Source: an optimization exercise on an open RTL-to-GDS flow (aim: small area, a short achievable clock period and few clock cycles per item). Production flows keep margins and buffers that such runs may drop.
The RTL was checked by simulation tests, not by an equivalence proof against the original design.
In every run shown here, the design's own scripts or RTL, not TritonCTS, make the clock network.
No driver is modelled on the clock port, so clock power and skew are understated where the tree is cut down; a real chip needs a root buffer or a tree.
No activity file was given, so power comes from the tool's default toggle rates.

`flow/flow/run.sh`:
```
# Standard ORFS layout (the standard.sh) with plain buf_1 port buffers
# and a tighter setup-repair target; the SDC and clock period are unchanged.
export BUFFER_PORTS_ARGS="-buffer_cell sky130_fd_sc_hd__buf_1"
export POST_CTS_TCL=$PWD/flow/post_cts.tcl
bash standard.sh SETUP_SLACK_MARGIN=7.2  finish > standard.log 2>&1
```
`flow/flow/post_cts.tcl`:
```
set ngrp 4
set nsub 2
if {[info exists ::env(FLOW_NGRP)]} { set ngrp $::env(FLOW_NGRP) }
if {[info exists ::env(FLOW_NSUB)]} { set nsub $::env(FLOW_NSUB) }
set midcell sky130_fd_sc_hd__clkbuf_8
if {[info exists ::env(FLOW_MIDCELL)]} { set midcell $::env(FLOW_MIDCELL) }
set block [ord::get_db_block]
set db [ord::get_db]
set port_net [$block findNet clk]

# collect the register clock pins below the clock port, the clock buffers and
# the dummy loads that CTS added
set sinks {}
set bufs {}
set todo [list $port_net]
while {[llength $todo]} {
  set net [lindex $todo 0]; set todo [lrange $todo 1 end]
  foreach it [$net getITerms] {
    set inst [$it getInst]
    if {[$it isOutputSignal]} { continue }
    set m [[$inst getMaster] getName]
    set on "NULL"
    foreach o [$inst getITerms] { if {[$o isOutputSignal]} { set on [$o getNet] } }
    if {[string match *__df* $m]} {
      lappend sinks $it
    } elseif {$on eq "NULL" || [string match sky130_fd_sc_hd__clkbuf* $m]} {
      lappend bufs $inst
      if {$on ne "NULL"} { lappend todo $on }
    } else {
      error "post_cts: unexpected cell $m on the clock tree"
    }
  }
}
puts "post_cts: [llength $sinks] sinks, [llength $bufs] clock tree cells removed"
foreach b $bufs {
  set nets {}
  foreach it [$b getITerms] {
    if {[$it isOutputSignal] && [$it getNet] ne "NULL"} { lappend nets [$it getNet] }
  }
  foreach it [$b getITerms] { if {[$it getNet] ne "NULL"} { $it disconnect } }
  odb::dbInst_destroy $b
  foreach on $nets {
    foreach it [$on getITerms] { $it disconnect }
    odb::dbNet_destroy $on
  }
}

set pts {}
foreach it $sinks {
  set bb [[$it getInst] getBBox]
  lappend pts [list [expr {([$bb xMin] + [$bb xMax]) / 2.0}] [expr {([$bb yMin] + [$bb yMax]) / 2.0}]]
}

# balanced k-means on a subset of points; returns {assignments centres}
proc kmeans {pts idx k} {
  set n [llength $idx]
  set xs {}; set ys {}
  foreach i $idx { lappend xs [lindex $pts $i 0]; lappend ys [lindex $pts $i 1] }
  set x0 [tcl::mathfunc::min {*}$xs]; set x1 [tcl::mathfunc::max {*}$xs]
  set y0 [tcl::mathfunc::min {*}$ys]; set y1 [tcl::mathfunc::max {*}$ys]
  set cx {}; set cy {}
  if {($x1 - $x0) >= ($y1 - $y0)} { set gx [expr {int(ceil(sqrt($k)))}]; set gy [expr {int(ceil($k / double($gx)))}] } else { set gy [expr {int(ceil(sqrt($k)))}]; set gx [expr {int(ceil($k / double($gy)))}] }
  for {set c 0} {$c < $k} {incr c} {
    set i [expr {$c % $gx}]; set j [expr {$c / $gx}]
    lappend cx [expr {$x0 + ($x1-$x0)*($i+0.5)/$gx}]
    lappend cy [expr {$y0 + ($y1-$y0)*($j+0.5)/$gy}]
  }
  set cap [expr {int(ceil($n / double($k))) + 1}]
  for {set iter 0} {$iter < 40} {incr iter} {
    set order {}
    foreach i $idx {
      set best 1e30
      for {set c 0} {$c < $k} {incr c} {
        set d [expr {abs([lindex $pts $i 0]-[lindex $cx $c]) + abs([lindex $pts $i 1]-[lindex $cy $c])}]
        if {$d < $best} { set best $d }
      }
      lappend order [list $i $best]
    }
    set asg [dict create]
    set cnt [lrepeat $k 0]
    foreach e [lsort -real -decreasing -index 1 $order] {
      set i [lindex $e 0]
      set best 1e30; set bk 0
      for {set c 0} {$c < $k} {incr c} {
        if {[lindex $cnt $c] >= $cap} { continue }
        set d [expr {abs([lindex $pts $i 0]-[lindex $cx $c]) + abs([lindex $pts $i 1]-[lindex $cy $c])}]
        if {$d < $best} { set best $d; set bk $c }
      }
      dict set asg $i $bk
      lset cnt $bk [expr {[lindex $cnt $bk] + 1}]
    }
    set sx [lrepeat $k 0.0]; set sy [lrepeat $k 0.0]
    foreach i $idx {
      set c [dict get $asg $i]
      lset sx $c [expr {[lindex $sx $c] + [lindex $pts $i 0]}]
      lset sy $c [expr {[lindex $sy $c] + [lindex $pts $i 1]}]
    }
    for {set c 0} {$c < $k} {incr c} {
      if {[lindex $cnt $c] > 0} {
        lset cx $c [expr {[lindex $sx $c] / [lindex $cnt $c]}]
        lset cy $c [expr {[lindex $sy $c] / [lindex $cnt $c]}]
      }
    }
  }
  return [list $asg $cx $cy $cnt]
}

proc add_buf {block master name in_net x y} {
  set inst [odb::dbInst_create $block $master $name]
  set net [odb::dbNet_create $block clknet_$name]
  $net setSigType CLOCK
  [$inst findITerm A] connect $in_net
  [$inst findITerm X] connect $net
  $inst setLocation [expr {int($x)}] [expr {int($y)}]
  $inst setPlacementStatus PLACED
  return $net
}

set leafm [$db findMaster sky130_fd_sc_hd__clkbuf_16]
set midm [$db findMaster $midcell]
set all {}
for {set i 0} {$i < [llength $pts]} {incr i} { lappend all $i }
lassign [kmeans $pts $all $ngrp] gasg gcx gcy gcnt
puts "post_cts: group sizes $gcnt"
for {set g 0} {$g < $ngrp} {incr g} {
  set gidx {}
  foreach i $all { if {[dict get $gasg $i] == $g} { lappend gidx $i } }
  if {![llength $gidx]} { continue }
  if {$nsub <= 1} {
    set lnet [add_buf $block $leafm my_g${g} $port_net [lindex $gcx $g] [lindex $gcy $g]]
    foreach i $gidx { [lindex $sinks $i] connect $lnet }
    continue
  }
  lassign [kmeans $pts $gidx $nsub] sasg scx scy scnt
  puts "post_cts: group $g sub-group sizes $scnt"
  # the group buffer sits at the centre of its leaf buffers
  set mx 0.0; set my 0.0; set nk 0
  for {set s 0} {$s < $nsub} {incr s} { if {[lindex $scnt $s] > 0} { set mx [expr {$mx + [lindex $scx $s]}]; set my [expr {$my + [lindex $scy $s]}]; incr nk } }
  set mnet [add_buf $block $midm my_g${g} $port_net [expr {$mx / $nk}] [expr {$my / $nk}]]
  for {set s 0} {$s < $nsub} {incr s} {
    if {[lindex $scnt $s] == 0} { continue }
    set lnet [add_buf $block $leafm my_g${g}_s${s} $mnet [lindex $scx $s] [lindex $scy $s]]
    foreach i $gidx { if {[dict get $sasg $i] == $s} { [lindex $sinks $i] connect $lnet } }
  }
}
detailed_placement
estimate_parasitics -placement
report_clock_skew
report_clock_latency
repair_timing_helper
detailed_placement
check_placement -verbose
```
`flow/standard.sh`:
```
#!/bin/bash
# synth_recipe.tcl (not shown) runs the flow's synth.tcl, then flattens the netlist and writes it again
# the make line also repeats each setting of config.mk as NAME=value (left out here)
make -C /OpenROAD-flow-scripts/flow DESIGN_CONFIG=/design/flow/config.mk WORK_HOME=/design/flow/orfs CLKGATE_MAP_FILE= SYNTH_SCRIPT=/design/flow/synth_recipe.tcl "${@:-finish}"
```
`flow/config.mk`:
```
export PLATFORM = sky130hd
export DESIGN_NAME = mul_top
export DESIGN_NICKNAME = mul_top
export VERILOG_FILES = /design/flow/design.v
export SDC_FILE = /design/flow/constraint.sdc
export NUM_CORES = 4
export LEC_CHECK = 0
export CAP_MARGIN = 20
export CORE_MARGIN = 2
export CORE_UTILIZATION = 55
export SLEW_MARGIN = 20
export SYNTH_HIERARCHICAL = 1
```
`flow/constraint.sdc`:
```
create_clock -name core_clock -period 10.0 [get_ports {clk}]
set_input_delay 2.0000 -clock core_clock [delete_from_list [all_inputs] [get_ports {clk}]]
set_output_delay 2.0000 -clock core_clock [all_outputs]
set_load 0.01 [all_outputs]
```
`flow/design.v`:
```
module mulN #(parameter N = 2)(input [N-1:0]a,b,output [2*N:0]res);
  wire [N-1:0][2*N:0]row;
  wire [N-1:0][2*N:0]shiftrow;
  wire [N-2:0][2*N:0] partialProd;
  genvar i,j;
  for(i=0;i<N;i=i+1) begin
    assign row[i][2*N:N] = {(N+1){1'b0}};
    for(j=0;j<N;j=j+1) begin
      assign row[i][j] = a[j]&b[i];
    end
    assign shiftrow[i] = row[i]<<i;
    if(i==N-1) begin
      assign res = shiftrow[i]+partialProd[i-1];
    end
    else if(i!=0) begin
      assign partialProd[i] = shiftrow[i] + partialProd[i-1];
    end
    else assign partialProd[i] = shiftrow[i];
  end
endmodule
module mul_top (
  input              clk,
  input              rst,
  input              in_valid,
  input      [15:0]  a,
  input      [15:0]  b,
  output             out_valid,
  output     [32:0]  res
);
  reg [15:0] a_q, b_q;
  always @(posedge clk) begin a_q <= a; b_q <= b; end
  reg [8:0] one_q, two_q, neg_q;
  always @(posedge clk) begin
    one_q[0] <= b[0] ^ 1'b0; two_q[0] <= (b[1] & ~b[0] & ~1'b0) | (~b[1] & b[0] & 1'b0); neg_q[0] <= b[1];
    one_q[1] <= b[2] ^ b[1]; two_q[1] <= (b[3] & ~b[2] & ~b[1]) | (~b[3] & b[2] & b[1]); neg_q[1] <= b[3];
    one_q[2] <= b[4] ^ b[3]; two_q[2] <= (b[5] & ~b[4] & ~b[3]) | (~b[5] & b[4] & b[3]); neg_q[2] <= b[5];
    one_q[3] <= b[6] ^ b[5]; two_q[3] <= (b[7] & ~b[6] & ~b[5]) | (~b[7] & b[6] & b[5]); neg_q[3] <= b[7];
    one_q[4] <= b[8] ^ b[7]; two_q[4] <= (b[9] & ~b[8] & ~b[7]) | (~b[9] & b[8] & b[7]); neg_q[4] <= b[9];
    one_q[5] <= b[10] ^ b[9]; two_q[5] <= (b[11] & ~b[10] & ~b[9]) | (~b[11] & b[10] & b[9]); neg_q[5] <= b[11];
    one_q[6] <= b[12] ^ b[11]; two_q[6] <= (b[13] & ~b[12] & ~b[11]) | (~b[13] & b[12] & b[11]); neg_q[6] <= b[13];
    one_q[7] <= b[14] ^ b[13]; two_q[7] <= (b[15] & ~b[14] & ~b[13]) | (~b[15] & b[14] & b[13]); neg_q[7] <= b[15];
    one_q[8] <= 1'b0 ^ b[15]; two_q[8] <= (1'b0 & ~1'b0 & ~b[15]) | (~1'b0 & 1'b0 & b[15]); neg_q[8] <= 1'b0;
  end
  reg [2:0] v;
  always @(posedge clk) begin
    if (rst) v <= 0;
    else v <= {v[1:0], in_valid};
  end
  assign out_valid = v[2];
  wire one_0 = one_q[0], two_0 = two_q[0], neg_0 = neg_q[0];
  wire one_1 = one_q[1], two_1 = two_q[1], neg_1 = neg_q[1];
  wire one_2 = one_q[2], two_2 = two_q[2], neg_2 = neg_q[2];
  wire one_3 = one_q[3], two_3 = two_q[3], neg_3 = neg_q[3];
  wire one_4 = one_q[4], two_4 = two_q[4], neg_4 = neg_q[4];
  wire one_5 = one_q[5], two_5 = two_q[5], neg_5 = neg_q[5];
  wire one_6 = one_q[6], two_6 = two_q[6], neg_6 = neg_q[6];
  wire one_7 = one_q[7], two_7 = two_q[7], neg_7 = neg_q[7];
  wire one_8 = one_q[8], two_8 = two_q[8], neg_8 = neg_q[8];
  wire pp_0_0 = ((one_0 & a_q[0]) | (two_0 & 1'b0)) ^ neg_0;
  wire pp_0_1 = ((one_0 & a_q[1]) | (two_0 & a_q[0])) ^ neg_0;
  wire pp_0_2 = ((one_0 & a_q[2]) | (two_0 & a_q[1])) ^ neg_0;
  wire pp_0_3 = ((one_0 & a_q[3]) | (two_0 & a_q[2])) ^ neg_0;
  wire pp_0_4 = ((one_0 & a_q[4]) | (two_0 & a_q[3])) ^ neg_0;
  wire pp_0_5 = ((one_0 & a_q[5]) | (two_0 & a_q[4])) ^ neg_0;
  wire pp_0_6 = ((one_0 & a_q[6]) | (two_0 & a_q[5])) ^ neg_0;
  wire pp_0_7 = ((one_0 & a_q[7]) | (two_0 & a_q[6])) ^ neg_0;
  wire pp_0_8 = ((one_0 & a_q[8]) | (two_0 & a_q[7])) ^ neg_0;
  wire pp_0_9 = ((one_0 & a_q[9]) | (two_0 & a_q[8])) ^ neg_0;
  wire pp_0_10 = ((one_0 & a_q[10]) | (two_0 & a_q[9])) ^ neg_0;
  wire pp_0_11 = ((one_0 & a_q[11]) | (two_0 & a_q[10])) ^ neg_0;
  wire pp_0_12 = ((one_0 & a_q[12]) | (two_0 & a_q[11])) ^ neg_0;
  wire pp_0_13 = ((one_0 & a_q[13]) | (two_0 & a_q[12])) ^ neg_0;
  wire pp_0_14 = ((one_0 & a_q[14]) | (two_0 & a_q[13])) ^ neg_0;
  wire pp_0_15 = ((one_0 & a_q[15]) | (two_0 & a_q[14])) ^ neg_0;
  wire pp_0_16 = ((one_0 & 1'b0) | (two_0 & a_q[15])) ^ neg_0;
  wire ns_0 = ~neg_0;
  wire pp_1_0 = ((one_1 & a_q[0]) | (two_1 & 1'b0)) ^ neg_1;
  wire pp_1_1 = ((one_1 & a_q[1]) | (two_1 & a_q[0])) ^ neg_1;
  wire pp_1_2 = ((one_1 & a_q[2]) | (two_1 & a_q[1])) ^ neg_1;
  wire pp_1_3 = ((one_1 & a_q[3]) | (two_1 & a_q[2])) ^ neg_1;
  wire pp_1_4 = ((one_1 & a_q[4]) | (two_1 & a_q[3])) ^ neg_1;
  wire pp_1_5 = ((one_1 & a_q[5]) | (two_1 & a_q[4])) ^ neg_1;
  wire pp_1_6 = ((one_1 & a_q[6]) | (two_1 & a_q[5])) ^ neg_1;
  wire pp_1_7 = ((one_1 & a_q[7]) | (two_1 & a_q[6])) ^ neg_1;
  wire pp_1_8 = ((one_1 & a_q[8]) | (two_1 & a_q[7])) ^ neg_1;
  wire pp_1_9 = ((one_1 & a_q[9]) | (two_1 & a_q[8])) ^ neg_1;
  wire pp_1_10 = ((one_1 & a_q[10]) | (two_1 & a_q[9])) ^ neg_1;
  wire pp_1_11 = ((one_1 & a_q[11]) | (two_1 & a_q[10])) ^ neg_1;
  wire pp_1_12 = ((one_1 & a_q[12]) | (two_1 & a_q[11])) ^ neg_1;
  wire pp_1_13 = ((one_1 & a_q[13]) | (two_1 & a_q[12])) ^ neg_1;
  wire pp_1_14 = ((one_1 & a_q[14]) | (two_1 & a_q[13])) ^ neg_1;
  wire pp_1_15 = ((one_1 & a_q[15]) | (two_1 & a_q[14])) ^ neg_1;
  wire pp_1_16 = ((one_1 & 1'b0) | (two_1 & a_q[15])) ^ neg_1;
  wire ns_1 = ~neg_1;
  wire pp_2_0 = ((one_2 & a_q[0]) | (two_2 & 1'b0)) ^ neg_2;
  wire pp_2_1 = ((one_2 & a_q[1]) | (two_2 & a_q[0])) ^ neg_2;
  wire pp_2_2 = ((one_2 & a_q[2]) | (two_2 & a_q[1])) ^ neg_2;
  wire pp_2_3 = ((one_2 & a_q[3]) | (two_2 & a_q[2])) ^ neg_2;
  wire pp_2_4 = ((one_2 & a_q[4]) | (two_2 & a_q[3])) ^ neg_2;
  wire pp_2_5 = ((one_2 & a_q[5]) | (two_2 & a_q[4])) ^ neg_2;
  wire pp_2_6 = ((one_2 & a_q[6]) | (two_2 & a_q[5])) ^ neg_2;
  wire pp_2_7 = ((one_2 & a_q[7]) | (two_2 & a_q[6])) ^ neg_2;
  wire pp_2_8 = ((one_2 & a_q[8]) | (two_2 & a_q[7])) ^ neg_2;
  wire pp_2_9 = ((one_2 & a_q[9]) | (two_2 & a_q[8])) ^ neg_2;
  wire pp_2_10 = ((one_2 & a_q[10]) | (two_2 & a_q[9])) ^ neg_2;
  wire pp_2_11 = ((one_2 & a_q[11]) | (two_2 & a_q[10])) ^ neg_2;
  wire pp_2_12 = ((one_2 & a_q[12]) | (two_2 & a_q[11])) ^ neg_2;
  wire pp_2_13 = ((one_2 & a_q[13]) | (two_2 & a_q[12])) ^ neg_2;
  wire pp_2_14 = ((one_2 & a_q[14]) | (two_2 & a_q[13])) ^ neg_2;
  wire pp_2_15 = ((one_2 & a_q[15]) | (two_2 & a_q[14])) ^ neg_2;
  wire pp_2_16 = ((one_2 & 1'b0) | (two_2 & a_q[15])) ^ neg_2;
  wire ns_2 = ~neg_2;
  wire pp_3_0 = ((one_3 & a_q[0]) | (two_3 & 1'b0)) ^ neg_3;
  wire pp_3_1 = ((one_3 & a_q[1]) | (two_3 & a_q[0])) ^ neg_3;
  wire pp_3_2 = ((one_3 & a_q[2]) | (two_3 & a_q[1])) ^ neg_3;
  wire pp_3_3 = ((one_3 & a_q[3]) | (two_3 & a_q[2])) ^ neg_3;
  wire pp_3_4 = ((one_3 & a_q[4]) | (two_3 & a_q[3])) ^ neg_3;
  wire pp_3_5 = ((one_3 & a_q[5]) | (two_3 & a_q[4])) ^ neg_3;
  wire pp_3_6 = ((one_3 & a_q[6]) | (two_3 & a_q[5])) ^ neg_3;
  wire pp_3_7 = ((one_3 & a_q[7]) | (two_3 & a_q[6])) ^ neg_3;
  wire pp_3_8 = ((one_3 & a_q[8]) | (two_3 & a_q[7])) ^ neg_3;
  wire pp_3_9 = ((one_3 & a_q[9]) | (two_3 & a_q[8])) ^ neg_3;
  wire pp_3_10 = ((one_3 & a_q[10]) | (two_3 & a_q[9])) ^ neg_3;
  wire pp_3_11 = ((one_3 & a_q[11]) | (two_3 & a_q[10])) ^ neg_3;
  wire pp_3_12 = ((one_3 & a_q[12]) | (two_3 & a_q[11])) ^ neg_3;
  wire pp_3_13 = ((one_3 & a_q[13]) | (two_3 & a_q[12])) ^ neg_3;
  wire pp_3_14 = ((one_3 & a_q[14]) | (two_3 & a_q[13])) ^ neg_3;
  wire pp_3_15 = ((one_3 & a_q[15]) | (two_3 & a_q[14])) ^ neg_3;
  wire pp_3_16 = ((one_3 & 1'b0) | (two_3 & a_q[15])) ^ neg_3;
  wire ns_3 = ~neg_3;
  wire pp_4_0 = ((one_4 & a_q[0]) | (two_4 & 1'b0)) ^ neg_4;
  wire pp_4_1 = ((one_4 & a_q[1]) | (two_4 & a_q[0])) ^ neg_4;
  wire pp_4_2 = ((one_4 & a_q[2]) | (two_4 & a_q[1])) ^ neg_4;
  wire pp_4_3 = ((one_4 & a_q[3]) | (two_4 & a_q[2])) ^ neg_4;
  wire pp_4_4 = ((one_4 & a_q[4]) | (two_4 & a_q[3])) ^ neg_4;
  wire pp_4_5 = ((one_4 & a_q[5]) | (two_4 & a_q[4])) ^ neg_4;
  wire pp_4_6 = ((one_4 & a_q[6]) | (two_4 & a_q[5])) ^ neg_4;
  wire pp_4_7 = ((one_4 & a_q[7]) | (two_4 & a_q[6])) ^ neg_4;
  wire pp_4_8 = ((one_4 & a_q[8]) | (two_4 & a_q[7])) ^ neg_4;
  wire pp_4_9 = ((one_4 & a_q[9]) | (two_4 & a_q[8])) ^ neg_4;
  wire pp_4_10 = ((one_4 & a_q[10]) | (two_4 & a_q[9])) ^ neg_4;
  wire pp_4_11 = ((one_4 & a_q[11]) | (two_4 & a_q[10])) ^ neg_4;
  wire pp_4_12 = ((one_4 & a_q[12]) | (two_4 & a_q[11])) ^ neg_4;
  wire pp_4_13 = ((one_4 & a_q[13]) | (two_4 & a_q[12])) ^ neg_4;
  wire pp_4_14 = ((one_4 & a_q[14]) | (two_4 & a_q[13])) ^ neg_4;
  wire pp_4_15 = ((one_4 & a_q[15]) | (two_4 & a_q[14])) ^ neg_4;
  wire pp_4_16 = ((one_4 & 1'b0) | (two_4 & a_q[15])) ^ neg_4;
  wire ns_4 = ~neg_4;
  wire pp_5_0 = ((one_5 & a_q[0]) | (two_5 & 1'b0)) ^ neg_5;
  wire pp_5_1 = ((one_5 & a_q[1]) | (two_5 & a_q[0])) ^ neg_5;
  wire pp_5_2 = ((one_5 & a_q[2]) | (two_5 & a_q[1])) ^ neg_5;
  wire pp_5_3 = ((one_5 & a_q[3]) | (two_5 & a_q[2])) ^ neg_5;
  wire pp_5_4 = ((one_5 & a_q[4]) | (two_5 & a_q[3])) ^ neg_5;
  wire pp_5_5 = ((one_5 & a_q[5]) | (two_5 & a_q[4])) ^ neg_5;
  wire pp_5_6 = ((one_5 & a_q[6]) | (two_5 & a_q[5])) ^ neg_5;
  wire pp_5_7 = ((one_5 & a_q[7]) | (two_5 & a_q[6])) ^ neg_5;
  wire pp_5_8 = ((one_5 & a_q[8]) | (two_5 & a_q[7])) ^ neg_5;
  wire pp_5_9 = ((one_5 & a_q[9]) | (two_5 & a_q[8])) ^ neg_5;
  wire pp_5_10 = ((one_5 & a_q[10]) | (two_5 & a_q[9])) ^ neg_5;
  wire pp_5_11 = ((one_5 & a_q[11]) | (two_5 & a_q[10])) ^ neg_5;
  wire pp_5_12 = ((one_5 & a_q[12]) | (two_5 & a_q[11])) ^ neg_5;
  wire pp_5_13 = ((one_5 & a_q[13]) | (two_5 & a_q[12])) ^ neg_5;
  wire pp_5_14 = ((one_5 & a_q[14]) | (two_5 & a_q[13])) ^ neg_5;
  wire pp_5_15 = ((one_5 & a_q[15]) | (two_5 & a_q[14])) ^ neg_5;
  wire pp_5_16 = ((one_5 & 1'b0) | (two_5 & a_q[15])) ^ neg_5;
  wire ns_5 = ~neg_5;
  wire pp_6_0 = ((one_6 & a_q[0]) | (two_6 & 1'b0)) ^ neg_6;
  wire pp_6_1 = ((one_6 & a_q[1]) | (two_6 & a_q[0])) ^ neg_6;
  wire pp_6_2 = ((one_6 & a_q[2]) | (two_6 & a_q[1])) ^ neg_6;
  wire pp_6_3 = ((one_6 & a_q[3]) | (two_6 & a_q[2])) ^ neg_6;
  wire pp_6_4 = ((one_6 & a_q[4]) | (two_6 & a_q[3])) ^ neg_6;
  wire pp_6_5 = ((one_6 & a_q[5]) | (two_6 & a_q[4])) ^ neg_6;
  wire pp_6_6 = ((one_6 & a_q[6]) | (two_6 & a_q[5])) ^ neg_6;
  wire pp_6_7 = ((one_6 & a_q[7]) | (two_6 & a_q[6])) ^ neg_6;
  wire pp_6_8 = ((one_6 & a_q[8]) | (two_6 & a_q[7])) ^ neg_6;
  wire pp_6_9 = ((one_6 & a_q[9]) | (two_6 & a_q[8])) ^ neg_6;
  wire pp_6_10 = ((one_6 & a_q[10]) | (two_6 & a_q[9])) ^ neg_6;
  wire pp_6_11 = ((one_6 & a_q[11]) | (two_6 & a_q[10])) ^ neg_6;
  wire pp_6_12 = ((one_6 & a_q[12]) | (two_6 & a_q[11])) ^ neg_6;
  wire pp_6_13 = ((one_6 & a_q[13]) | (two_6 & a_q[12])) ^ neg_6;
  wire pp_6_14 = ((one_6 & a_q[14]) | (two_6 & a_q[13])) ^ neg_6;
  wire pp_6_15 = ((one_6 & a_q[15]) | (two_6 & a_q[14])) ^ neg_6;
  wire pp_6_16 = ((one_6 & 1'b0) | (two_6 & a_q[15])) ^ neg_6;
  wire ns_6 = ~neg_6;
  wire pp_7_0 = ((one_7 & a_q[0]) | (two_7 & 1'b0)) ^ neg_7;
  wire pp_7_1 = ((one_7 & a_q[1]) | (two_7 & a_q[0])) ^ neg_7;
  wire pp_7_2 = ((one_7 & a_q[2]) | (two_7 & a_q[1])) ^ neg_7;
  wire pp_7_3 = ((one_7 & a_q[3]) | (two_7 & a_q[2])) ^ neg_7;
  wire pp_7_4 = ((one_7 & a_q[4]) | (two_7 & a_q[3])) ^ neg_7;
  wire pp_7_5 = ((one_7 & a_q[5]) | (two_7 & a_q[4])) ^ neg_7;
  wire pp_7_6 = ((one_7 & a_q[6]) | (two_7 & a_q[5])) ^ neg_7;
  wire pp_7_7 = ((one_7 & a_q[7]) | (two_7 & a_q[6])) ^ neg_7;
  wire pp_7_8 = ((one_7 & a_q[8]) | (two_7 & a_q[7])) ^ neg_7;
  wire pp_7_9 = ((one_7 & a_q[9]) | (two_7 & a_q[8])) ^ neg_7;
  wire pp_7_10 = ((one_7 & a_q[10]) | (two_7 & a_q[9])) ^ neg_7;
  wire pp_7_11 = ((one_7 & a_q[11]) | (two_7 & a_q[10])) ^ neg_7;
  wire pp_7_12 = ((one_7 & a_q[12]) | (two_7 & a_q[11])) ^ neg_7;
  wire pp_7_13 = ((one_7 & a_q[13]) | (two_7 & a_q[12])) ^ neg_7;
  wire pp_7_14 = ((one_7 & a_q[14]) | (two_7 & a_q[13])) ^ neg_7;
  wire pp_7_15 = ((one_7 & a_q[15]) | (two_7 & a_q[14])) ^ neg_7;
  wire pp_7_16 = ((one_7 & 1'b0) | (two_7 & a_q[15])) ^ neg_7;
  wire ns_7 = ~neg_7;
  wire pp_8_0 = one_8 & a_q[0];
  wire pp_8_1 = one_8 & a_q[1];
  wire pp_8_2 = one_8 & a_q[2];
  wire pp_8_3 = one_8 & a_q[3];
  wire pp_8_4 = one_8 & a_q[4];
  wire pp_8_5 = one_8 & a_q[5];
  wire pp_8_6 = one_8 & a_q[6];
  wire pp_8_7 = one_8 & a_q[7];
  wire pp_8_8 = one_8 & a_q[8];
  wire pp_8_9 = one_8 & a_q[9];
  wire pp_8_10 = one_8 & a_q[10];
  wire pp_8_11 = one_8 & a_q[11];
  wire pp_8_12 = one_8 & a_q[12];
  wire pp_8_13 = one_8 & a_q[13];
  wire pp_8_14 = one_8 & a_q[14];
  wire pp_8_15 = one_8 & a_q[15];
  wire s1, c2;
  mul_ha u_s1 (pp_0_10, pp_1_8, s1, c2);
  wire s3, c4;
  mul_ha u_s3 (pp_0_11, pp_1_9, s3, c4);
  wire s5, c6;
  mul_fa u_s5 (pp_0_12, pp_1_10, pp_2_8, s5, c6);
  wire s7, c8;
  mul_ha u_s7 (pp_3_6, pp_4_4, s7, c8);
  wire s9, c10;
  mul_fa u_s9 (pp_0_13, pp_1_11, pp_2_9, s9, c10);
  wire s11, c12;
  mul_ha u_s11 (pp_3_7, pp_4_5, s11, c12);
  wire s13, c14;
  mul_fa u_s13 (pp_0_14, pp_1_12, pp_2_10, s13, c14);
  wire s15, c16;
  mul_fa u_s15 (pp_3_8, pp_4_6, pp_5_4, s15, c16);
  wire s17, c18;
  mul_ha u_s17 (pp_6_2, pp_7_0, s17, c18);
  wire s19, c20;
  mul_fa u_s19 (pp_0_15, pp_1_13, pp_2_11, s19, c20);
  wire s21, c22;
  mul_fa u_s21 (pp_3_9, pp_4_7, pp_5_5, s21, c22);
  wire s23, c24;
  mul_ha u_s23 (pp_6_3, pp_7_1, s23, c24);
  wire s25, c26;
  mul_fa u_s25 (pp_0_16, pp_1_14, pp_2_12, s25, c26);
  wire s27, c28;
  mul_fa u_s27 (pp_3_10, pp_4_8, pp_5_6, s27, c28);
  wire s29, c30;
  mul_fa u_s29 (pp_6_4, pp_7_2, pp_8_0, s29, c30);
  wire s31, c32;
  mul_fa u_s31 (pp_1_15, pp_2_13, pp_3_11, s31, c32);
  wire s33, c34;
  mul_fa u_s33 (pp_4_9, pp_5_7, pp_6_5, s33, c34);
  wire s35, c36;
  mul_fa u_s35 (pp_7_3, pp_8_1, neg_0, s35, c36);
  wire s37, c38;
  mul_fa u_s37 (pp_1_16, pp_2_14, pp_3_12, s37, c38);
  wire s39, c40;
  mul_fa u_s39 (pp_4_10, pp_5_8, pp_6_6, s39, c40);
  wire s41, c42;
  mul_fa u_s41 (pp_7_4, pp_8_2, neg_0, s41, c42);
  wire s43, c44;
  mul_fa u_s43 (ns_1, pp_2_15, pp_3_13, s43, c44);
  wire s45, c46;
  mul_fa u_s45 (pp_4_11, pp_5_9, pp_6_7, s45, c46);
  wire s47, c48;
  mul_fa u_s47 (pp_7_5, pp_8_3, ns_0, s47, c48);
  wire s49, c50;
  mul_fa1 u_s49 (pp_2_16, pp_3_14, s49, c50);
  wire s51, c52;
  mul_fa u_s51 (pp_4_12, pp_5_10, pp_6_8, s51, c52);
  wire s53, c54;
  mul_ha u_s53 (pp_7_6, pp_8_4, s53, c54);
  wire s55, c56;
  mul_fa u_s55 (ns_2, pp_3_15, pp_4_13, s55, c56);
  wire s57, c58;
  mul_fa u_s57 (pp_5_11, pp_6_9, pp_7_7, s57, c58);
  wire s59, c60;
  mul_fa1 u_s59 (pp_3_16, pp_4_14, s59, c60);
  wire s61, c62;
  mul_ha u_s61 (pp_5_12, pp_6_10, s61, c62);
  wire s63, c64;
  mul_fa u_s63 (ns_3, pp_4_15, pp_5_13, s63, c64);
  wire s65, c66;
  mul_ha u_s65 (1'b1, pp_4_16, s65, c66);
  wire s67, c68;
  mul_ha u_s67 (pp_0_6, pp_1_4, s67, c68);
  wire s69, c70;
  mul_ha u_s69 (pp_0_7, pp_1_5, s69, c70);
  wire s71, c72;
  mul_fa u_s71 (pp_0_8, pp_1_6, pp_2_4, s71, c72);
  wire s73, c74;
  mul_ha u_s73 (pp_3_2, pp_4_0, s73, c74);
  wire s75, c76;
  mul_fa u_s75 (pp_0_9, pp_1_7, pp_2_5, s75, c76);
  wire s77, c78;
  mul_ha u_s77 (pp_3_3, pp_4_1, s77, c78);
  wire s79, c80;
  mul_fa u_s79 (s1, pp_2_6, pp_3_4, s79, c80);
  wire s81, c82;
  mul_fa u_s81 (pp_4_2, pp_5_0, neg_5, s81, c82);
  wire s83, c84;
  mul_fa u_s83 (s3, pp_2_7, pp_3_5, s83, c84);
  wire s85, c86;
  mul_fa u_s85 (pp_4_3, pp_5_1, c2, s85, c86);
  wire s87, c88;
  mul_fa u_s87 (s5, s7, pp_5_2, s87, c88);
  wire s89, c90;
  mul_fa u_s89 (pp_6_0, neg_6, c4, s89, c90);
  wire s91, c92;
  mul_fa u_s91 (s9, s11, pp_5_3, s91, c92);
  wire s93, c94;
  mul_fa u_s93 (pp_6_1, c6, c8, s93, c94);
  wire s95, c96;
  mul_fa u_s95 (s13, s15, s17, s95, c96);
  wire s97, c98;
  mul_fa u_s97 (neg_7, c10, c12, s97, c98);
  wire s99, c100;
  mul_fa u_s99 (s19, s21, s23, s99, c100);
  wire s101, c102;
  mul_fa u_s101 (c14, c16, c18, s101, c102);
  wire s103, c104;
  mul_fa u_s103 (s25, s27, s29, s103, c104);
  wire s105, c106;
  mul_fa u_s105 (c20, c22, c24, s105, c106);
  wire s107, c108;
  mul_fa u_s107 (s31, s33, s35, s107, c108);
  wire s109, c110;
  mul_fa u_s109 (c26, c28, c30, s109, c110);
  wire s111, c112;
  mul_fa u_s111 (s37, s39, s41, s111, c112);
  wire s113, c114;
  mul_fa u_s113 (c32, c34, c36, s113, c114);
  wire s115, c116;
  mul_fa u_s115 (s43, s45, s47, s115, c116);
  wire s117, c118;
  mul_fa u_s117 (c38, c40, c42, s117, c118);
  wire s119, c120;
  mul_fa u_s119 (s49, s51, s53, s119, c120);
  wire s121, c122;
  mul_fa u_s121 (c44, c46, c48, s121, c122);
  wire s123, c124;
  mul_fa u_s123 (s55, s57, pp_8_5, s123, c124);
  wire s125, c126;
  mul_fa u_s125 (c50, c52, c54, s125, c126);
  wire s127, c128;
  mul_fa u_s127 (s59, s61, pp_7_8, s127, c128);
  wire s129, c130;
  mul_fa u_s129 (pp_8_6, c56, c58, s129, c130);
  wire s131, c132;
  mul_fa u_s131 (s63, pp_6_11, pp_7_9, s131, c132);
  wire s133, c134;
  mul_fa u_s133 (pp_8_7, c60, c62, s133, c134);
  wire s135, c136;
  mul_fa u_s135 (s65, pp_5_14, pp_6_12, s135, c136);
  wire s137, c138;
  mul_fa u_s137 (pp_7_10, pp_8_8, c64, s137, c138);
  wire s139, c140;
  mul_fa u_s139 (ns_4, pp_5_15, pp_6_13, s139, c140);
  wire s141, c142;
  mul_fa u_s141 (pp_7_11, pp_8_9, c66, s141, c142);
  wire s143, c144;
  mul_fa1 u_s143 (pp_5_16, pp_6_14, s143, c144);
  wire s145, c146;
  mul_ha u_s145 (pp_7_12, pp_8_10, s145, c146);
  wire s147, c148;
  mul_fa u_s147 (ns_5, pp_6_15, pp_7_13, s147, c148);
  wire s149, c150;
  mul_ha u_s149 (1'b1, pp_6_16, s149, c150);
  wire s151, c152;
  mul_ha u_s151 (pp_0_4, pp_1_2, s151, c152);
  wire s153, c154;
  mul_ha u_s153 (pp_0_5, pp_1_3, s153, c154);
  wire s155, c156;
  mul_fa u_s155 (s67, pp_2_2, pp_3_0, s155, c156);
  wire s157, c158;
  mul_fa u_s157 (s69, pp_2_3, pp_3_1, s157, c158);
  wire s159, c160;
  mul_fa u_s159 (s71, s73, neg_4, s159, c160);
  wire s161, c162;
  mul_fa u_s161 (s75, s77, c72, s161, c162);
  wire s163, c164;
  mul_fa u_s163 (s79, s81, c76, s163, c164);
  wire s165, c166;
  mul_fa u_s165 (s83, s85, c80, s165, c166);
  wire s167, c168;
  mul_fa u_s167 (s87, s89, c84, s167, c168);
  wire s169, c170;
  mul_fa u_s169 (s91, s93, c88, s169, c170);
  wire s171, c172;
  mul_fa u_s171 (s95, s97, c92, s171, c172);
  wire s173, c174;
  mul_fa u_s173 (s99, s101, c96, s173, c174);
  wire s175, c176;
  mul_fa u_s175 (s103, s105, c100, s175, c176);
  wire s177, c178;
  mul_fa u_s177 (s107, s109, c104, s177, c178);
  wire s179, c180;
  mul_fa u_s179 (s111, s113, c108, s179, c180);
  wire s181, c182;
  mul_fa u_s181 (s115, s117, c112, s181, c182);
  wire s183, c184;
  mul_fa u_s183 (s119, s121, c116, s183, c184);
  wire s185, c186;
  mul_fa u_s185 (s123, s125, c120, s185, c186);
  wire s187, c188;
  mul_fa u_s187 (s127, s129, c124, s187, c188);
  wire s189, c190;
  mul_fa u_s189 (s131, s133, c128, s189, c190);
  wire s191, c192;
  mul_fa u_s191 (s135, s137, c132, s191, c192);
  wire s193, c194;
  mul_fa u_s193 (s139, s141, c136, s193, c194);
  wire s195, c196;
  mul_fa u_s195 (s143, s145, c140, s195, c196);
  wire s197, c198;
  mul_fa u_s197 (s147, pp_8_11, c144, s197, c198);
  wire s199, c200;
  mul_fa u_s199 (s149, pp_7_14, pp_8_12, s199, c200);
  wire s201, c202;
  mul_fa u_s201 (ns_6, pp_7_15, pp_8_13, s201, c202);
  wire s203, c204;
  mul_ha u_s203 (1'b1, pp_7_16, s203, c204);
  reg [91:0] rst3;
  always @(posedge clk) rst3 <= {c204, pp_8_15, ns_7, c202, pp_8_14, s203, c200, c150, s201, c198, c148, s199, c196, c146, s197, c194, c142, s195, c192, c138, s193, c190, c134, s191, c188, c130, s189, c186, c126, s187, c184, c122, s185, c182, c118, s183, c180, c114, s181, c178, c110, s179, c176, c106, s177, c174, c102, s175, c172, c98, s173, c170, c94, s171, c168, c90, s169, c166, c86, s167, c164, c82, s165, c162, c78, s163, c160, c74, s161, c158, c70, s159, c156, c68, s157, c154, neg_3, s155, c152, pp_2_1, s153, neg_2, pp_2_0, s151, pp_1_1, pp_0_3, neg_1, pp_1_0, pp_0_2, pp_0_1, neg_0, pp_0_0};
  wire s205, c206;
  mul_ha u_s205 (rst3[3], rst3[4], s205, c206);
  wire s207, c208;
  mul_ha u_s207 (rst3[6], rst3[7], s207, c208);
  wire s209, c210;
  mul_fa u_s209 (rst3[8], rst3[9], rst3[10], s209, c210);
  wire s211, c212;
  mul_fa u_s211 (rst3[11], rst3[12], rst3[13], s211, c212);
  wire s213, c214;
  mul_fa u_s213 (rst3[14], rst3[15], rst3[16], s213, c214);
  wire s215, c216;
  mul_fa u_s215 (rst3[17], rst3[18], rst3[19], s215, c216);
  wire s217, c218;
  mul_fa u_s217 (rst3[20], rst3[21], rst3[22], s217, c218);
  wire s219, c220;
  mul_fa u_s219 (rst3[23], rst3[24], rst3[25], s219, c220);
  wire s221, c222;
  mul_fa u_s221 (rst3[26], rst3[27], rst3[28], s221, c222);
  wire s223, c224;
  mul_fa u_s223 (rst3[29], rst3[30], rst3[31], s223, c224);
  wire s225, c226;
  mul_fa u_s225 (rst3[32], rst3[33], rst3[34], s225, c226);
  wire s227, c228;
  mul_fa u_s227 (rst3[35], rst3[36], rst3[37], s227, c228);
  wire s229, c230;
  mul_fa u_s229 (rst3[38], rst3[39], rst3[40], s229, c230);
  wire s231, c232;
  mul_fa u_s231 (rst3[41], rst3[42], rst3[43], s231, c232);
  wire s233, c234;
  mul_fa u_s233 (rst3[44], rst3[45], rst3[46], s233, c234);
  wire s235, c236;
  mul_fa u_s235 (rst3[47], rst3[48], rst3[49], s235, c236);
  wire s237, c238;
  mul_fa u_s237 (rst3[50], rst3[51], rst3[52], s237, c238);
  wire s239, c240;
  mul_fa u_s239 (rst3[53], rst3[54], rst3[55], s239, c240);
  wire s241, c242;
  mul_fa u_s241 (rst3[56], rst3[57], rst3[58], s241, c242);
  wire s243, c244;
  mul_fa u_s243 (rst3[59], rst3[60], rst3[61], s243, c244);
  wire s245, c246;
  mul_fa u_s245 (rst3[62], rst3[63], rst3[64], s245, c246);
  wire s247, c248;
  mul_fa u_s247 (rst3[65], rst3[66], rst3[67], s247, c248);
  wire s249, c250;
  mul_fa u_s249 (rst3[68], rst3[69], rst3[70], s249, c250);
  wire s251, c252;
  mul_fa u_s251 (rst3[71], rst3[72], rst3[73], s251, c252);
  wire s253, c254;
  mul_fa u_s253 (rst3[74], rst3[75], rst3[76], s253, c254);
  wire s255, c256;
  mul_fa u_s255 (rst3[77], rst3[78], rst3[79], s255, c256);
  wire s257, c258;
  mul_fa u_s257 (rst3[80], rst3[81], rst3[82], s257, c258);
  wire s259, c260;
  mul_fa u_s259 (rst3[83], rst3[84], rst3[85], s259, c260);
  wire s261, c262;
  mul_fa u_s261 (rst3[86], rst3[87], rst3[88], s261, c262);
  wire s263, c264;
  mul_fa u_s263 (rst3[89], rst3[90], rst3[91], s263, c264);
  wire [31:0] fa_a = {s263, s261, s259, s257, s255, s253, s251, s249, s247, s245, s243, s241, s239, s237, s235, s233, s231, s229, s227, s225, s223, s221, s219, s217, s215, s213, s211, s209, s207, s205, rst3[2], rst3[0]};
  wire [31:0] fa_b = {c262, c260, c258, c256, c254, c252, c250, c248, c246, c244, c242, c240, c238, c236, c234, c232, c230, c228, c226, c224, c222, c220, c218, c216, c214, c212, c210, c208, c206, rst3[5], 1'b0, rst3[1]};
  wire [31:0] prod = fa_a + fa_b;
  reg [31:0] res_q;
  always @(posedge clk) res_q <= prod;
  assign res = {1'b0, res_q};
endmodule
module mul_fa (input a, input b, input c, output s, output co);
  assign s = a ^ b ^ c;
  assign co = (a & b) | (a & c) | (b & c);
endmodule
module mul_fa1 (input a, input b, output s, output co);
  assign s = ~(a ^ b);
  assign co = a | b;
endmodule
module mul_ha (input a, input b, output s, output co);
  assign s = a ^ b;
  assign co = a & b;
endmodule
```
==> results of run 1 <==
cell usage in the layout, fill, tap and decap left out, types with 3 or more instances in the layout:
cell type  synthesis  routed
o21ai_0           15      14
a21oi_2            1       7
dfxtp_2            0      36
buf_4              1      11
a211o_1            3       3
a22oi_1          121     121
a21o_1            17      17
ha_1              54      41
clkbuf_8           0       4
conb_1             2       4
ha_4               0       9
dfxtp_1          167     129
nand3b_1           7       7
inv_1             31      31
a211oi_1           6       4
buf_2              6      32
nor2b_1            5       5
o22ai_1            3       3
nand4_1            9       9
nor2_1            15      14
o21ai_1            6       5
a21oi_1           29      23
nand2b_1           9       9
fa_1             109     107
ha_2               0       4
buf_1              4      34
nand3_1            5       5
xor2_1            21      21
a211oi_2           1       3
and2_1            18      18
clkbuf_16          0       8
xnor2_1          147     147
nor3_1             5       4
nand2_1           32      31
state kept, by name, summed over array words and instances, names as in the netlist:
name,flops
rst3,92
v,3
one_q,8
res_q,32
neg_q,8
two_q,8
a_q,16
worst max-delay path: stages, from the launching register on:
cell and delay (ns):
dfxtp_1 0.32, fa_1 0.58, ha_4 0.23, a211o_1 0.29, a211oi_2 0.27, nand4bb_4 0.21, nor3b_4 0.24, o31ai_2 0.14
a211oi_2 0.27, xnor2_1 0.16
how the worst max path moves through the flow:
stage / startpoint / to / slack, ns / depth (start not counted)
floorplan: neg_q[6]$_DFF_P_ / rst3[44]$_DFF_P_ / 7.23 / 6
global placement: neg_q[4]$_DFF_P_ / rst3[53]$_DFF_P_ / 6.97 / 4
detailed placement: neg_q[3]$_DFF_P_ / rst3[38]$_DFF_P_ / 6.93 / 4
global route: rst3[32]$_DFF_P_ / res_q[25]$_DFF_P_ / 7.15 / 9
finish: rst3[17]$_DFF_P_ / res_q[28]$_DFF_P_ / 7.20 / 9
Yosys stat by module (local to each module, per instance):
module	cells inside	flops+latches
mul_fa1	5	0
mul_fa	1	0
mul_ha	1	0
mul_top	822	167
metal layers:
metal	up-vias	GRT usage (%)	routed length, um
met5	-	0	0
met4	0	7.95	614
met3	59	7.76	2290
met2	342	39.8	11200
met1	3501	37.5	11900
li1	3268	-	-
synth_stat cells (7+ instances only):
cell / number
and2_1: 18
xnor2_1: 147
a21o_1: 17
inv_1: 31
xor2_1: 21
nand2b_1: 9
o21ai_0: 15
clkbuf_1: 81
nor2_1: 15
dfxtp_1: 167
a21oi_1: 29
ha_1: 54
fa_1: 109
nand2_1: 32
nand4_1: 9
a22oi_1: 121
nand3b_1: 7
metrics by stage:
step / setup slack (ns) / total power [mW] / area (um^2) / std cells
after floorplan: 7.23 / 2.89 / 10400 / 968
after global placement: 6.97 / 3.43 / 10600 / 1181
after detailed placement: 6.93 / 3.49 / 10600 / 1181
after global routing: 7.15 / 4.53 / 11300 / 1200
final: 7.20 / 4.17 / 11300 / 1200
layout make-up:
cell class              instances  share of cell area [%]
plain buffers                  12                    2.26
inverters                      31                    1.03
multi-input cells             678                    60.6
flip-flops and latches        167                    30.1
well taps                     234                    2.60
repair buffers                 78                    3.38
power breakdown:
part           internal, mW  switching, mW
clock network         0.180          0.203
registers             0.915          0.149
logic                  1.24           1.48
total                  2.34           1.83
kinds of logic (layout without fill, tap and decap cells):
group                      after synthesis  count (layout)  share of synthesized area (%)
muxes                                    1               1                         0.0961
DFF                                    167             167                           32.1
adders and majority gates              163             163                           27.4
xor gates and xnor gates               168             168                           14.1
AOI/OAI and AO/OA                      225             225                           15.5
other                                    2               4                         0.0721
buffers and inverters                  123             121                           4.54
and+or+nand+nor                        117             117                           6.08
==> summary.txt, run 1 <==
Critical path
  – CP max FO: 7
  – Worst setup SP type: register
  – RR Startpoint: rst3[17]$_DFF_P_
  – Flop2flop setup slack: 7.20 ns
  – CP required: 10.21 ns
  – Crit path DAT: 3.02 ns
  – Reg2Reg Depth: 9
  – Crit path kind: register to register
  – Critical Path Sink Type: register
  – R2R Path End: res_q[28]$_DFF_P_

Min path
  – WHS Path Cells: 1
  – HP Class: register to register
  – Hold Path End: res_q[0]$_DFF_P_
  – Hold Startpoint: rst3[1]$_DFF_P_

Flow run
  – Number of max-cap violations: 0

Power
  – Peak supply drop: 0.000140 V
  – Leakage power: 4.45 nW
  – Pwr/cell area: 369 nW/um^2

Synth
  – Leading area contributor after synthesis: dfxtp_1
  – Synth warn: 7
  – Post-synth ARST share: 0%
  – Syn Std Cell Area: 10400 um^2
  – Synthesized flop and latch total: 167
  – Syn Area/Cell: 10.8 um^2
  – Ys flop type: dfxtp_1
  – EDFF count, synth: 0
  – Area contributors post-synth: dfxtp_1 (32%), fa_1 (21%), xnor2_1 (12%)
  – Seq/Total Area, Yosys: 32.1%
  – Mapped Cells: 966
  – Synth top area share: 32.1%
  – Number of library cell types mapped by synthesis: 57

Clock tree
  – TritonCTS Sinks: 167
  – Clock latency (worst-skew pair): 0.30 ns
  – Reg clk slew, reported paths: 0.09 ns

Routing
  – Routed WL: 26.0 mm
  – First DRT Iteration DRCs: 490
  – First-pass DRT Iterations: 5
  – Vias per std cell: 5.98
  – Wire per inst: 21.7 um
  – Via count: 7170
  – Number of routed nets with antenna violations: 0
  – DRC errors left: 0

Global routing
  – Initial antenna violation count: 0
  – Gr ovfl total: 0
  – Vias in the first global route: 7398
  – Global Route Usage Sum: 26.6%
  – Largest net degree at the start of global routing: 36
  – First-pass GRT wire length: 40.7 mm

Die
  – Io pins: 69
  – Starting Density: 55.9%
  – Die Height: 142 um
  – Site Rows: 50
  – Die Wd: 142 um
  – Full die area: 20000 um^2
  – Core ar.: 18600 um^2

Place
  – Dpl hpwl: 17.5 mm
  – IO Port Bufs: 67
  – Global placer's final weighted congestion: 0.961

Cells and area
  – Synth-to-Final Area Change: 8.34%
  – Area occupied by multi-input gates: 6840 um^2
  – Share of layout cells above drive strength 1: 14.2%
  – Fill cell count: 1548
  – # nets final: 1166
  – Ant. Diodes: 0
  – Reg area: 3400 um^2
  – Post-layout util: 60.5%

STA
  – Hold Fails Final Rpt: 0
  – Max_slew headroom: 52.2%
  – Clk_skew: 0.0198 ns
  – Fmax: 357 MHz
  – Setup_tns: 0 ns
  – Period Utilization, post-route: 28.0%
  – Slew @ Worst Pin: 0.716 ns
  – Tmin final: 2.80 ns
  – WHS: 0.451 ns
  – RSZ-0062 raised after global routing: true
  – Setup violations, final: 0
  – Final max-slew violation count: 0

Status
  – Status: timing/DRC/antenna clean
Testbench counts, summed over its fixed seeds: cycles 16,016, items 16,000.
==> run 2: changes to the inputs <==
--- a/flow/config.mk
+++ b/flow/config.mk
@@ -8,5 +8,5 @@
 export CAP_MARGIN = 20
 export CORE_MARGIN = 2
-export CORE_UTILIZATION = 55
+export CORE_UTILIZATION = 40
 export SLEW_MARGIN = 20
 export SYNTH_HIERARCHICAL = 1
==> summary.txt, run 2 <==
Status
  – Status: timing/DRC/antenna clean (unchanged)

Synth
  – Leading cell type by number of instances after synthesis: dfxtp_1 (unchanged)
  – Leading area contributor after synthesis: dfxtp_1 (unchanged)
  – Most frequent cells after synthesis: dfxtp_1 (167), xnor2_1 (147), a22oi_1 (121) (unchanged)
  – Synth top area share: 32.1% (unchanged)
  – Main combinational cell family by area after synthesis: adder cells (unchanged)
  – Synthesized flop and latch total: 167 (unchanged)
  – Seq/Total Area, Yosys: 32.1% (unchanged)
  – Area contributors post-synth: dfxtp_1 (32%), fa_1 (21%), xnor2_1 (12%) (unchanged)
  – Syn Area/Cell: 10.8 um^2 (unchanged)
  – Post-synthesis xor/xnor area fraction: 14.1% (unchanged)
  – Synth warn: 7 (unchanged)
  – Simple-gate share of the synthesized area: 6.08% (unchanged)
  – Syn Std Cell Area: 10400 um^2 (unchanged)
  – Post-synthesis adder-cell area fraction: 27.4% (unchanged)
  – Number of library cell types mapped by synthesis: 57 (unchanged)
  – Mapped Cells: 966 (unchanged)
  – Synth Area in Compound Gates: 15.5% (unchanged)
  – Post-synth ARST share: 0% (unchanged)
  – Mux share of post-synthesis cell area: 0.0961% (unchanged)
  – EDFF count, synth: 0 (unchanged)
  – Ys flop type: dfxtp_1 (unchanged)

Die
  – Site Rows: 59 (was 50)
  – Die Wd: 165 um (was 142 um)
  – Core ar.: 25800 um^2 (was 18600 um^2)
  – Full die area: 27300 um^2 (was 20000 um^2)
  – Die Height: 165 um (was 142 um)
  – Starting Density: 40.3% (was 55.9%)
  – Io pins: 69 (unchanged)

Critical path
  – CP required: 8.00 ns (was 10.21 ns)
  – Critical Path Sink Type: output port (was register)
  – Worst setup SP type: register (unchanged)
  – Crit-path cells: buf_2 (was fa_1 > ha_4 > a211o_1 > a211oi_2 > nand4bb_4 > nor3b_4 > o31ai_2 > a211oi_2 > xnor2_1)
  – Worst Path Buf+Inv: 1 (was 0)
  – Delay-heaviest family, CP: flip-flops (was compound AO/OA/AOI/OAI gates)
  – Crit path DAT: 0.73 ns (was 3.02 ns)
  – Crit path kind: register to output port (was register to register)
  – CP peak stage delay: 0.30 ns (was 0.58 ns)
  – Flop2flop setup slack: 7.28 ns (was 7.20 ns)
  – Crit-path slowest cell: dfxtp_1 (was fa_1)
  – CP max FO: 1 (was 7)

STA
  – Period Utilization, post-route: 27.3% (was 28.0%)
  – Max_slew headroom: 52.3% (was 52.2%)
  – RSZ-0062 raised after global routing: true (unchanged)
  – Tmin final: 2.73 ns (was 2.80 ns)
  – Hold Fails Final Rpt: 0 (unchanged)
  – Clk_skew: 0.0241 ns (was 0.0198 ns)
  – Slew @ Worst Pin: 0.714 ns (was 0.716 ns)
  – Final max-slew violation count: 0 (unchanged)
  – Setup_tns: 0 ns (unchanged)
  – Setup violations, final: 0 (unchanged)
  – Fmax: 366 MHz (was 357 MHz)

Routing
  – First-pass DRT Iterations: 5 (unchanged)
  – First DRT Iteration DRCs: 470 (was 490)
  – Via count: 7105 (was 7170)
  – DRC errors left: 0 (unchanged)
  – Number of routed nets with antenna violations: 0 (unchanged)
  – Vias per std cell: 5.44 (was 5.98)
  – Wire per inst: 19.3 um (was 21.7 um)
  – Routed WL: 25.1 mm (was 26.0 mm)

Cells and area
  – # nets final: 1170 (was 1166)
  – Top reg by flops: rst3 (unchanged)
  – Most frequent cells in the layout: xnor2_1 (147), dfxtp_1 (129), a22oi_1 (121) (unchanged)
  – Ant. Diodes: 0 (unchanged)
  – Share of layout cells above drive strength 1: 14.3% (was 14.2%)
  – Largest register FFs: 92 (unchanged)
  – Synth-to-Final Area Change: 10.0% (was 8.34%)
  – Final Cell Area: 11500 um^2 (was 11300 um^2)
  – Most common cell after layout, fill and taps aside: xnor2_1 (unchanged)
  – Largest regs: rst3 x92, res_q x32, a_q x16 (unchanged)

Clock tree
  – Reg clk slew, reported paths: 0.09 ns (about the same)
  – TritonCTS Sinks: 167 (unchanged)
  – Clock latency (worst-skew pair): 0.31 ns (was 0.30 ns)

Global routing
  – Global Route Usage Sum: 18.8% (was 26.6%)
  – Initial antenna violation count: 0 (unchanged)
  – Largest net degree at the start of global routing: 36 (unchanged)
  – Gr ovfl total: 0 (unchanged)
  – Vias in the first global route: 7243 (was 7398)
  – First-pass GRT wire length: 39.9 mm (was 40.7 mm)

Power
  – Peak supply drop: 0.000147 V (was 0.000140 V)
  – Leakage power: 4.47 nW (was 4.45 nW)
  – Pwr/cell area: 362 nW/um^2 (was 369 nW/um^2)
  – PnR Total Power: 4.14 mW (was 4.17 mW)

Min path
  – HP Class: register to register (unchanged)

Place
  – Global placer's final weighted congestion: 0.867 (was 0.961)
  – IO Port Bufs: 67 (unchanged)
  – Area after DPL: 10800 um^2 (was 10600 um^2)
  – Dpl hpwl: 17.3 mm (was 17.5 mm)

Flow run
  – Number of max-cap violations: 0 (unchanged)
-- run 2: changes by cell type in the layout (fill, tap and decap cells not counted), sizes merged --
cell,change
buf,+4
-- run 2: cell type report --
class	count	area, um^2
Timing Repair Buffer	82	412
Inverter	31	116
Multi-Input combinational cell	678	6850
Sequential cell	167	3400
Buffer	12	255
Tap cell	335	419
Fill cell	2430	14400
-- run 2: final timing paths --
kind                                        from  cells past startpoint                end
worst max-delay path            res_q[0]$_DFF_P_                      1             res[0]
worst max register to register  rst3[32]$_DFF_P_                      9  res_q[31]$_DFF_P_
worst min-delay path             rst3[1]$_DFF_P_                      1   res_q[0]$_DFF_P_
worst min register to register   rst3[1]$_DFF_P_                      1   res_q[0]$_DFF_P_
-- run 2: cell families (layout without fill, tap and decap cells) --
| group | after synthesis | count (layout) |
|---|---|---|
| AOI/OAI and AO/OA | 225 | 225 |
| xor gates and xnor gates | 168 | 168 |
| adders and majority gates | 163 | 163 |
| buffers and inverters | 123 | 125 |
| DFF | 167 | 167 |
| muxes | 1 | 1 |
| other | 2 | 4 |
| and+or+nand+nor | 117 | 117 |
-- run 2: worst register-to-register path, stage by stage (launching register included) --
cell,delay (ns)
dfxtp_1,0.34
fa_1,0.58
ha_4,0.23
a21oi_1,0.24
nor2_1,0.10
a211oi_2,0.31
a211o_1,0.24
a21boi_2,0.08
or2b_1,0.24
a311oi_2,0.25
-- run 2: per-module statistics from Yosys, one instance, submodules excluded --
module   cells  cell area, um^2
mul_top    822             7900
mul_fa       1             20.0
mul_ha       1             12.5
mul_fa1      5             27.5
-- run 2: where the power goes --
group          internal, mW  switching, mW  total, mW
clock network         0.180          0.203      0.383
registers             0.915          0.144       1.06
logic                  1.24           1.46       2.70
total                  2.34           1.80       4.14
-- run 2: metrics by stage --
| step | hold slack [ns] | util, % | cells | setup WS (ns) |
|---|---|---|---|---|
| after floorplan | 0.329 | - | 968 | 7.23 |
| final | 0.441 | 44.3 | 1305 | 7.27 |
| after global routing | 0.470 | 44.3 | 1305 | 7.17 |
| after global placement | 0.421 | 41.7 | 1284 | 6.98 |
| after detailed placement | 0.435 | 41.7 | 1284 | 6.94 |
-- run 2: per-layer routing --
layer | GRT usage (%) | wire length, um | up-vias
met2 | 28.0 | 10700 | 315
met5 | 0 | 0 | -
met3 | 3.35 | 1850 | 66
met1 | 27.6 | 11800 | 3444
li1 | - | - | 3280
met4 | 6.27 | 796 | 0

-- re-timing with driven ports --
How much do the figures lean on ideal ports? The routed layouts below were timed once more, with nothing changed but the port constraints.
Step 1 assumes that a clkbuf_16 drives the clock port and a buf_2 every other input.
Step 2 also shifts input and output timing later by t, the mid clock arrival at the registers, as if the neighbouring blocks saw the same clock.
Slacks: ideal ports / drivers / drivers and shift; pairs: ideal ports / drivers.
run | t, ns | setup WS [ns] | worst setup path at the end
run 1 | 0.373 | 7.197 / 7.183 / 7.197 | register to register
run 2 | 0.371 | 7.266 / 7.189 / 7.285 | register to register
After both steps every run listed still meets setup and hold.
